What follows belongs to an exercise in optimizing a design on an open flow for small area, a short achievable clock period and few clock cycles per item; a production flow would make more cautious choices. Function was checked by simulation only, so behaviour that the tests miss may differ from the original. No driver is modelled on the clock port, so clock power and skew are understated where the tree is cut down; a real chip needs a root buffer or a tree. Power is estimated from default activity; no workload was simulated.

Design Log2, start of the top module:
module Log2(
  input clk,
  input reset,
  input h,
  output reg flag,
  input [7:0] in,
  output reg [7:0] out
);
clock: 10.0 ns
lec_check: 0
cap_margin: 20
core_area: 2.5 2.5 61.5 61.5
die_area: 0 0 64 64
slew_margin: 20
standard.sh (not shown) runs the stock make flow with config.mk's settings and CLKGATE_MAP_FILE= SYNTH_SCRIPT=/design/flow/synth_recipe.tcl, a recipe that flattens the netlist after the stock synthesis.
==> flow/flow/run.sh <==
#!/bin/bash
# Standard ORFS layout with these changes:
#  - synthesis maps the logic with the ABC script in flow/abc_area.script
#    (same synthesis script otherwise, so registers keep their names and types);
#  - port buffers are sky130_fd_sc_hd__buf_1 instead of the default delay buffer;
#  - the clock tree is a single clkbuf_8 between the clock port and the ten
#    registers (all registers get the same clock arrival), instead of an H-tree.
set -euo pipefail
rm -rf myscripts
cp -r "$FLOW_HOME/scripts" myscripts
cp flow/abc_area.script myscripts/abc_area.script
python3 - <<'PY'
p = 'myscripts/cts.tcl'
s = open(p).read()
old = 'log_cmd clock_tree_synthesis {*}$cts_args'
assert old in s
new = '''# place the one clock buffer at the centre of the registers it drives
set clk_net [[ord::get_db_block] findNet clk]
set sx 0
set sy 0
set sn 0
foreach iterm [$clk_net getITerms] {
  lassign [[$iterm getInst] getLocation] ix iy
  set sx [expr {$sx + $ix}]
  set sy [expr {$sy + $iy}]
  incr sn
}
set cx [ord::dbu_to_microns [expr {$sx / $sn}]]
set cy [ord::dbu_to_microns [expr {$sy / $sn}]]
puts "clock buffer at $cx $cy for $sn registers"
log_cmd insert_buffer -buffer_cell sky130_fd_sc_hd__clkbuf_8 -net [get_nets clk] -location [list $cx $cy] -buffer_name clkbuf_root -net_name clk_root
set_propagated_clock [all_clocks]'''
open(p, 'w').write(s.replace(old, new))
PY
bash standard.sh synth ABC_AREA=1 SCRIPTS_DIR="$PWD/myscripts" > synth.log 2>&1
bash standard.sh finish SCRIPTS_DIR="$PWD/myscripts" "BUFFER_PORTS_ARGS=-buffer_cell sky130_fd_sc_hd__buf_1" > layout.log 2>&1
==> flow/flow/abc_area.script <==
strash
dch
map -D 1400
topo
buffer -p
upsize -D 1400
dnsize -D 1400
Testbench counts at the start, summed over its fixed seeds: cycles 8,192, conversions 4,096.
Then changed:
==> flow/flow/run.sh (replaced) <==
#!/bin/bash
# Standard ORFS layout with these changes:
#  - synthesis maps the logic with the ABC script in flow/abc_area.script
#    (same synthesis script otherwise, so registers keep their names and types);
#  - port buffers are sky130_fd_sc_hd__buf_1 instead of the default delay buffer;
#  - extra make settings: 
set -euo pipefail
rm -rf myscripts
cp -r "$FLOW_HOME/scripts" myscripts
cp flow/abc_area.script myscripts/abc_area.script
bash standard.sh synth ABC_AREA=1 SCRIPTS_DIR="$PWD/myscripts" > synth.log 2>&1
bash standard.sh finish  "BUFFER_PORTS_ARGS=-buffer_cell sky130_fd_sc_hd__buf_1" > layout.log 2>&1
==> flow/flow/abc_area.script (replaced) <==
strash
dch
map -D 1600
topo
upsize -D 1600
dnsize -D 1600
After rerunning: The new run passed the timing, DRC and antenna checks; via count came out lower by 7.0%; combinational power came out lower by about 10%; synthesized area came out lower by 8.2%; sequential share of layout area came out higher by 1.2 points; design area came out lower by 4.4%; total power came out higher by 3.3%.
In the first run of this note the design's own scripts or RTL, not TritonCTS, make the clock network.


Setup of v52:
Another version of the RTL of Log2 (not shown whole).
For scale: roughly 140 cells after synthesis, ~10 flip-flops, about 900 µm² of cells after synthesis.
## Log2
module Log2(
  input clk,
  input reset,
  input h,
  output reg flag,
  input [7:0] in,
  output reg [7:0] out
);
clock: 10.0 ns
lec_check: 0
cap_margin: 20
core_area: 2.5 2.5 61.5 61.5
die_area: 0 0 64 64
slew_margin: 20
==> flow/flow/run.sh <==
#!/bin/bash
# Standard ORFS layout with these changes:
#  - synthesis maps the logic with the ABC script in flow/abc_area.script
#    (same synthesis script otherwise, so registers keep their names and types);
#  - port buffers are sky130_fd_sc_hd__buf_1 instead of the default delay buffer;
#  - the clock tree is a single clkbuf_8 between the clock port and the ten
#    registers (all registers get the same clock arrival), instead of an H-tree.
set -euo pipefail
rm -rf myscripts
cp -r "$FLOW_HOME/scripts" myscripts
cp flow/abc_area.script myscripts/abc_area.script
python3 - <<'PY'
p = 'myscripts/cts.tcl'
s = open(p).read()
old = 'log_cmd clock_tree_synthesis {*}$cts_args'
assert old in s
new = '''# place the one clock buffer at the centre of the registers it drives
set clk_net [[ord::get_db_block] findNet clk]
set sx 0
set sy 0
set sn 0
foreach iterm [$clk_net getITerms] {
  lassign [[$iterm getInst] getLocation] ix iy
  set sx [expr {$sx + $ix}]
  set sy [expr {$sy + $iy}]
  incr sn
}
set cx [ord::dbu_to_microns [expr {$sx / $sn}]]
set cy [ord::dbu_to_microns [expr {$sy / $sn}]]
puts "clock buffer at $cx $cy for $sn registers"
log_cmd insert_buffer -buffer_cell sky130_fd_sc_hd__clkbuf_8 -net [get_nets clk] -location [list $cx $cy] -buffer_name clkbuf_root -net_name clk_root
set_propagated_clock [all_clocks]'''
open(p, 'w').write(s.replace(old, new))
PY
bash standard.sh synth ABC_AREA=1 SCRIPTS_DIR="$PWD/myscripts" > synth.log 2>&1
bash standard.sh finish RECOVER_POWER=100 SETUP_SLACK_MARGIN=7.1 SETUP_MOVE_SEQUENCE=sizeup SCRIPTS_DIR="$PWD/myscripts" "BUFFER_PORTS_ARGS=-buffer_cell sky130_fd_sc_hd__buf_1" > layout.log 2>&1
==> flow/flow/abc_area.script <==
strash
dch
map -D 1600
topo
upsize -D 1900
dnsize -D 1900
Testbench counts of v52, summed over its fixed seeds: cycles 8,192, conversions 4,096.
Inputs modified between v52 and v40:
diff --git a/flow/flow/run.sh b/flow/flow/run.sh
--- a/flow/flow/run.sh
+++ b/flow/flow/run.sh
@@ -35,2 +35,2 @@
 bash standard.sh synth ABC_AREA=1 SCRIPTS_DIR="$PWD/myscripts" > synth.log 2>&1
-bash standard.sh finish RECOVER_POWER=100 SETUP_SLACK_MARGIN=7.1 SETUP_MOVE_SEQUENCE=sizeup SCRIPTS_DIR="$PWD/myscripts" "BUFFER_PORTS_ARGS=-buffer_cell sky130_fd_sc_hd__buf_1" > layout.log 2>&1
+bash standard.sh finish SCRIPTS_DIR="$PWD/myscripts" "BUFFER_PORTS_ARGS=-buffer_cell sky130_fd_sc_hd__buf_1" > layout.log 2>&1
==> flow/flow/abc_area.script <==
strash
dch
map -D 1600
topo
upsize -D 1800
dnsize -D 1800
Compare v52 and v40 | total power higher: v40. Re sequential cell area share: v40 is 0.74 points down on v52. v40 reports its category of the critical setup timing path as reg -> out while v52 reports reg -> reg. There was hardly any difference in minimum hold slack between v40 and v52.
#### Input delta (v10 over v40)
==> flow/flow/abc_area.script <==
strash
dch
map -D 1500
topo
upsize -D 1900
dnsize -D 1900
Notes after the runs:
The flow did not stop early for v40: all stages ran, and the layout cleared the timing, DRC and antenna checks.
v10 | stages: all done | timing, DRC, antenna: all pass
Looking at core utilization, v10 sits 0.64 points above v40.
Amount of wire on met2 after detailed routing for v10: about 2.3% up relative to v40
Relative to v40, growth of design area from synthesis to finish decreased by 0.32 points in v10.
Between v10 and v40, the proportion of power drawn by the clock network does not differ in any meaningful way.
v10 ends up with a synthesized area that is 2.2% higher than in v40.
--- input diff v10..v32 ---
==> flow/flow/abc_area.script <==
strash
dch
map -D 1400
topo
upsize -D 2000
dnsize -D 2000
==> comparison <==
- The standard cells in v32 occupy more silicon area than those in v10 do.
- Instance count on the critical path came out higher on v32 than on v10.
- Max freq v10 -> v32: degraded
- v32 -> v10: final-layout worst hold slack flat
- met1 layer wirelength in the final routing ends up higher on v32.
- Cmp v32 vs v10: synthesized area higher in v32
- Changes observed in v32 relative to v10: power shows a reduction of about 4%; clock network fraction of total power rose 0.7 points.
- Compared v32 against v10; setup skew after layout within noise.
For v7, these inputs were changed with respect to v32:
==> flow/flow/abc_area.script <==
strash
dch
map -D 1600
topo
upsize -D 2000
dnsize -D 2000
==> comparison <==
[v7] actual slew at the worst max-slew pin fell 0.18 ns relative to v32. Lower wire length on met3 among v32 and v7: v7. [compare] base=v32 new=v7: area of the mapped netlist shrank by about 13%; met2 usage in global routing now smaller. Re worst setup slack for register-to-register paths: v32 was lower than v7. Fraction of power consumed by the clock network ended up 0.2 points higher on v7 than on v32.
diff inputs: v7 => v22
==> flow/flow/abc_area.script <==
strash
dch
map -D 1600
topo
buffer -p
upsize -D 1900
dnsize -D 1900
Notes after the runs:
Taking v22 over v7, the global-route wire length before repair ratio works out to 0.941. v22 finished every stage and its layout cleared the timing, DRC and antenna checks. In the tables for v22 and v7, worst slack on hold paths reads higher with v7. When v22 is measured against v7, its met3 routed wirelength turns out about 30% lower. v22 against v7: power consumption moved up, netlist area before placement moved up, share of power burned in the clock network up 0.5 points. Going from v7 to v22, total routing resource utilization after global routing moved down; detailed-route wire length moved down; via count moved down; portion of the post-synthesis area used by sequential elements moved down. Logic gate share of total power: v22 vs v7 up 0.2 points.
No run of this note takes its clock network from TritonCTS; it comes from the design's own scripts or RTL.


Log2 again, from the RTL that the note above started with.
Settings: LEC_CHECK=0, CAP_MARGIN=20, CORE_AREA=2.5 2.5 61.5 61.5, DIE_AREA=0 0 64 64, SLEW_MARGIN=20; clock period 10.0 ns.
==> flow/flow/run.sh <==
#!/bin/bash
# Standard ORFS layout with these changes:
#  - synthesis maps the logic with the ABC script in flow/abc_area.script
#    (same synthesis script otherwise, so registers keep their names and types);
#  - port buffers are sky130_fd_sc_hd__buf_1 instead of the default delay buffer;
#  - the clock tree is a single clkbuf_8 between the clock port and the ten
#    registers (all registers get the same clock arrival), instead of an H-tree.
set -euo pipefail
rm -rf myscripts
cp -r "$FLOW_HOME/scripts" myscripts
cp flow/abc_area.script myscripts/abc_area.script
python3 - <<'PY'
p = 'myscripts/cts.tcl'
s = open(p).read()
old = 'log_cmd clock_tree_synthesis {*}$cts_args'
assert old in s
new = '''# place the one clock buffer at the centre of the registers it drives
set clk_net [[ord::get_db_block] findNet clk]
set sx 0
set sy 0
set sn 0
foreach iterm [$clk_net getITerms] {
  lassign [[$iterm getInst] getLocation] ix iy
  set sx [expr {$sx + $ix}]
  set sy [expr {$sy + $iy}]
  incr sn
}
set cx [ord::dbu_to_microns [expr {$sx / $sn}]]
set cy [ord::dbu_to_microns [expr {$sy / $sn}]]
puts "clock buffer at $cx $cy for $sn registers"
log_cmd insert_buffer -buffer_cell sky130_fd_sc_hd__clkbuf_8 -net [get_nets clk] -location [list $cx $cy] -buffer_name clkbuf_root -net_name clk_root
set_propagated_clock [all_clocks]'''
open(p, 'w').write(s.replace(old, new))
PY
bash standard.sh synth ABC_AREA=1 SCRIPTS_DIR="$PWD/myscripts" > synth.log 2>&1
bash standard.sh finish RECOVER_POWER=100 SCRIPTS_DIR="$PWD/myscripts" "BUFFER_PORTS_ARGS=-buffer_cell sky130_fd_sc_hd__buf_1" > layout.log 2>&1
==> flow/flow/abc_area.script <==
strash
dch
map -D 1600
topo
upsize -D 1900
dnsize -D 1900
The first run passed the timing, DRC and antenna checks.
Testbench counts at the start, summed over its fixed seeds: cycles 8,192, conversions 4,096.
Edit:
--- a/flow/flow/run.sh
+++ b/flow/flow/run.sh
@@ -35,2 +35,2 @@
 bash standard.sh synth ABC_AREA=1 SCRIPTS_DIR="$PWD/myscripts" > synth.log 2>&1
-bash standard.sh finish RECOVER_POWER=100 SCRIPTS_DIR="$PWD/myscripts" "BUFFER_PORTS_ARGS=-buffer_cell sky130_fd_sc_hd__buf_1" > layout.log 2>&1
+bash standard.sh finish SCRIPTS_DIR="$PWD/myscripts" "BUFFER_PORTS_ARGS=-buffer_cell sky130_fd_sc_hd__buf_1" > layout.log 2>&1
==> flow/flow/abc_area.script (replaced) <==
strash
dch
map -D 1700
topo
upsize -D 1900
dnsize -D 1900
Critical path depth rose by 3. Core utilization increases by 1.0 points. Sequential power went down by about 0.8%. Hold slack stays flat. Wire length climbs by 2.1%. Clock power came out lower by about 6%. Fmax came out higher by 6.2%. Power rises by 3.1%. Design area increases by 3.3%. Die area is unchanged. Global-route usage rose by 0.22 points.
In every run of this note, the design's own scripts or RTL, not TritonCTS, make the clock network.


== run A ==
Log2 again, from the RTL that the note above started with.
## Log2
module Log2(
  input clk,
  input reset,
  input h,
  output reg flag,
  input [7:0] in,
  output reg [7:0] out
);
export LEC_CHECK = 0
export CAP_MARGIN = 20
export CORE_AREA = 2.5 2.5 61.5 61.5
export DIE_AREA = 0 0 64 64
export SLEW_MARGIN = 20
create_clock -name core_clock -period 10.0 [get_ports {clk}]
==> flow/flow/run.sh <==
#!/bin/bash
# Standard ORFS layout with these changes:
#  - synthesis maps the logic with the ABC script in flow/abc_area.script
#    (same synthesis script otherwise, so registers keep their names and types);
#  - port buffers are sky130_fd_sc_hd__buf_1 instead of the default delay buffer;
#  - the clock tree is a single clkbuf_8 between the clock port and the ten
#    registers (all registers get the same clock arrival), instead of an H-tree.
set -euo pipefail
rm -rf myscripts
cp -r "$FLOW_HOME/scripts" myscripts
cp flow/abc_area.script myscripts/abc_area.script
python3 - <<'PY'
p = 'myscripts/cts.tcl'
s = open(p).read()
old = 'log_cmd clock_tree_synthesis {*}$cts_args'
assert old in s
new = '''# place the one clock buffer at the centre of the registers it drives
set clk_net [[ord::get_db_block] findNet clk]
set sx 0
set sy 0
set sn 0
foreach iterm [$clk_net getITerms] {
  lassign [[$iterm getInst] getLocation] ix iy
  set sx [expr {$sx + $ix}]
  set sy [expr {$sy + $iy}]
  incr sn
}
set cx [ord::dbu_to_microns [expr {$sx / $sn}]]
set cy [ord::dbu_to_microns [expr {$sy / $sn}]]
puts "clock buffer at $cx $cy for $sn registers"
log_cmd insert_buffer -buffer_cell sky130_fd_sc_hd__clkbuf_8 -net [get_nets clk] -location [list $cx $cy] -buffer_name clkbuf_root -net_name clk_root
set_propagated_clock [all_clocks]'''
open(p, 'w').write(s.replace(old, new))
PY
bash standard.sh synth ABC_AREA=1 SCRIPTS_DIR="$PWD/myscripts" > synth.log 2>&1
bash standard.sh finish SCRIPTS_DIR="$PWD/myscripts" "BUFFER_PORTS_ARGS=-buffer_cell sky130_fd_sc_hd__buf_1" > layout.log 2>&1
==> flow/flow/abc_area.script <==
strash
map -D 1600
topo
upsize -D 1900
dnsize -D 1900
The flow did not stop early for run A: all stages ran, and the layout cleared the timing, DRC and antenna checks.
Testbench counts of run A, summed over its fixed seeds: cycles 8,192, conversions 4,096.
The inputs of run B differ from those of run A as listed below.
==> flow/flow/abc_area.script <==
strash
dch -f
map -D 1600
topo
upsize -D 1900
dnsize -D 1900
### Flow results
Critical path buffer and inverter count: run B vs run A down 2
Compared with run A, run B shows portion of total power attributed to combinational logic lower by 3.6 points.
Summary — worst setup slack, run B relative to run A: higher, by 0.10 ns.
Run comparison: run B start point of the critical path out[7]; run A start point of the critical path out[6]
Detailed router's first-iteration violation count (run B over run A): increase, 30%
Route | run B vs run A | wire shorter in run B
Comparing layout overhead on the synthesized area for run A and run B, the bigger number came from run B.
In the flow results for run A and run B, the switching share of power is larger on run A.
For run C, these inputs were changed with respect to run B:
==> flow/flow/abc_area.script <==
strash
dch
map -D 1700
topo
upsize -D 2000
dnsize -D 2000
### Flow results
Compared to run B, run C shows a narrower setup margin.
Going from run B to run C, the slack of the worst reg-to-reg path was found to have gone down by 0.08 ns.
Standby leakage power (run C over run B): decrease, 7.3%
STATUS time the worst path needs with I/O delays and setup: run C loses against run B
Final instance area on run C is ahead of run B.
In the flow results for run C and run B, the share of the synthesized area in compound gates (AO/OA/AOI/OAI) is larger on run B.
Summary of the comparison: final total power is lower in run C, relative to run B.
Here is what was changed in the inputs of run D compared with run C.
==> flow/flow/abc_area.script <==
strash
dch
map -D 1500
topo
upsize -D 2000
dnsize -D 2000
Findings:
- Number of nets produced by synthesis: higher on run D
- Compared with run C, amount of wire on met2 after detailed routing in run D increased by more than 10%.
- On post-route worst setup slack: run D sits above run C.
- Summary of run D over run C: slew at the pin closest to its max-slew limit fell 0.074 ns, multi-input gate share of total cell area increased by 2.2 points relative to the old numbers.
- Run C → run D: first-iteration DRC count moved up; wire length reported by the detailed router picked up an extra 10%.
Here is what was changed in the inputs of run E compared with run D.
==> flow/flow/abc_area.script <==
strash
dch
map -D 1600
topo
upsize -D 2000
dnsize -D 1900
## What came out
Run E vs run D: worst hold slack down in run E
Run E — number of cells after detailed placement 4 lower, run D as reference
Delta (run E minus run D): number of global-route vias before repair fell by 6.9%; total wirelength of the detailed-routed design fell by 7.8%; cell area fell by 80 um2.
Run E -> run D: post-detailed-route count of antenna-violating nets delta 0, exact match
Compared with run D, run E shows count of multi-input combinational gates that has gone down slightly.
When the final numbers for run E and run D were put side by side, the combined area of all synthesized cells turned out to be greater in run D.
Against run D, worst setup slack for register-to-register paths in run E came out worse.
Run D -> run E: post-CTS setup-driven buffer insertion count delta 0, exact match
Multi-input gate share of total cell area for run E: 2.9 points down relative to run D
[inputs] run F vs run E
diff --git a/flow/flow/run.sh b/flow/flow/run.sh
--- a/flow/flow/run.sh
+++ b/flow/flow/run.sh
@@ -6 +6 @@
-#  - the clock tree is a single clkbuf_8 between the clock port and the ten
+#  - the clock tree is a single clkbuf_4 between the clock port and the ten
@@ -31 +31 @@
-log_cmd insert_buffer -buffer_cell sky130_fd_sc_hd__clkbuf_8 -net [get_nets clk] -location [list $cx $cy] -buffer_name clkbuf_root -net_name clk_root
+log_cmd insert_buffer -buffer_cell sky130_fd_sc_hd__clkbuf_4 -net [get_nets clk] -location [list $cx $cy] -buffer_name clkbuf_root -net_name clk_root
==> flow/flow/abc_area.script <==
strash
dch
map -D 1600
topo
upsize -D 1900
dnsize -D 1900
### Flow results
- Run F: cell area 0.85% above run E
- When the final numbers for run E and run F were put side by side, the placed wire-length estimate after detailed placement turned out to be smaller in run F.
- Looking at fraction of met2 tracks used by global routing across run E and run F, the one that comes out lower is run E.
- The core of run F is more densely filled than that of run E.
- Run F: done, clean on timing, DRC and antenna
- Relative to run E, weighted congestion reported at the end of routability-driven placement has gone down in run F.
- Of run E and run F, the lower total power belongs to run F.
- Run F: power density over cell area about 2.5% below run E
No run of this note takes its clock network from TritonCTS; it comes from the design's own scripts or RTL.

-- static timing again, ports no longer ideal --
The results above use ideal ports. As a check the final layouts listed here were re-extracted and re-timed, cells and wires unchanged.
Step 1, drivers: a clkbuf_16 drives clk and a buf_2 each remaining input, both assumed.
Step 2, shift: input delay + t, output delay - t, t = (earliest + latest rising clock arrival at the registers) / 2. This alone moves slack from input paths to output paths.
a / b / c = no drivers / after step 1 / after step 2; a / b = the first two.
run | t (ns) | setup WS [ns] | worst data-port slew with drivers (ns)
the first run of note 1 | 0.152 | 7.078 / 7.078 / 7.078 | 0.03
the second run of note 1 | 0.279 | 6.788 / 6.788 / 6.788 | 0.03
v52 | 0.155 | 6.979 / 6.979 / 6.979 | 0.03
v40 | 0.147 | 7.123 / 7.103 / 7.236 | 0.03
v10 | 0.148 | 7.104 / 7.083 / 7.166 | 0.03
v32 | 0.150 | 6.823 / 6.823 / 6.823 | 0.03
v7 | 0.147 | 7.086 / 7.086 / 7.086 | 0.03
v22 | 0.153 | 7.138 / 7.138 / 7.138 | 0.03
the first run of note 3 | 0.154 | 6.968 / 6.968 / 6.968 | 0.03
the second run of note 3 | 0.148 | 7.144 / 7.144 / 7.144 | 0.03
run A | 0.146 | 7.020 / 7.019 / 7.019 | 0.03
run B | 0.147 | 7.123 / 7.123 / 7.123 | 0.03
run C | 0.144 | 7.046 / 7.046 / 7.046 | 0.03
run D | 0.154 | 7.095 / 7.088 / 7.095 | 0.03
run E | 0.149 | 7.051 / 7.051 / 7.051 | 0.03
run F | 0.180 | 7.113 / 7.096 / 7.212 | 0.03
After both steps every run listed still meets setup and hold. The setup slack of run A, which loses most, moves by -0.001 ns with the drivers and by -0.001 ns with both steps.
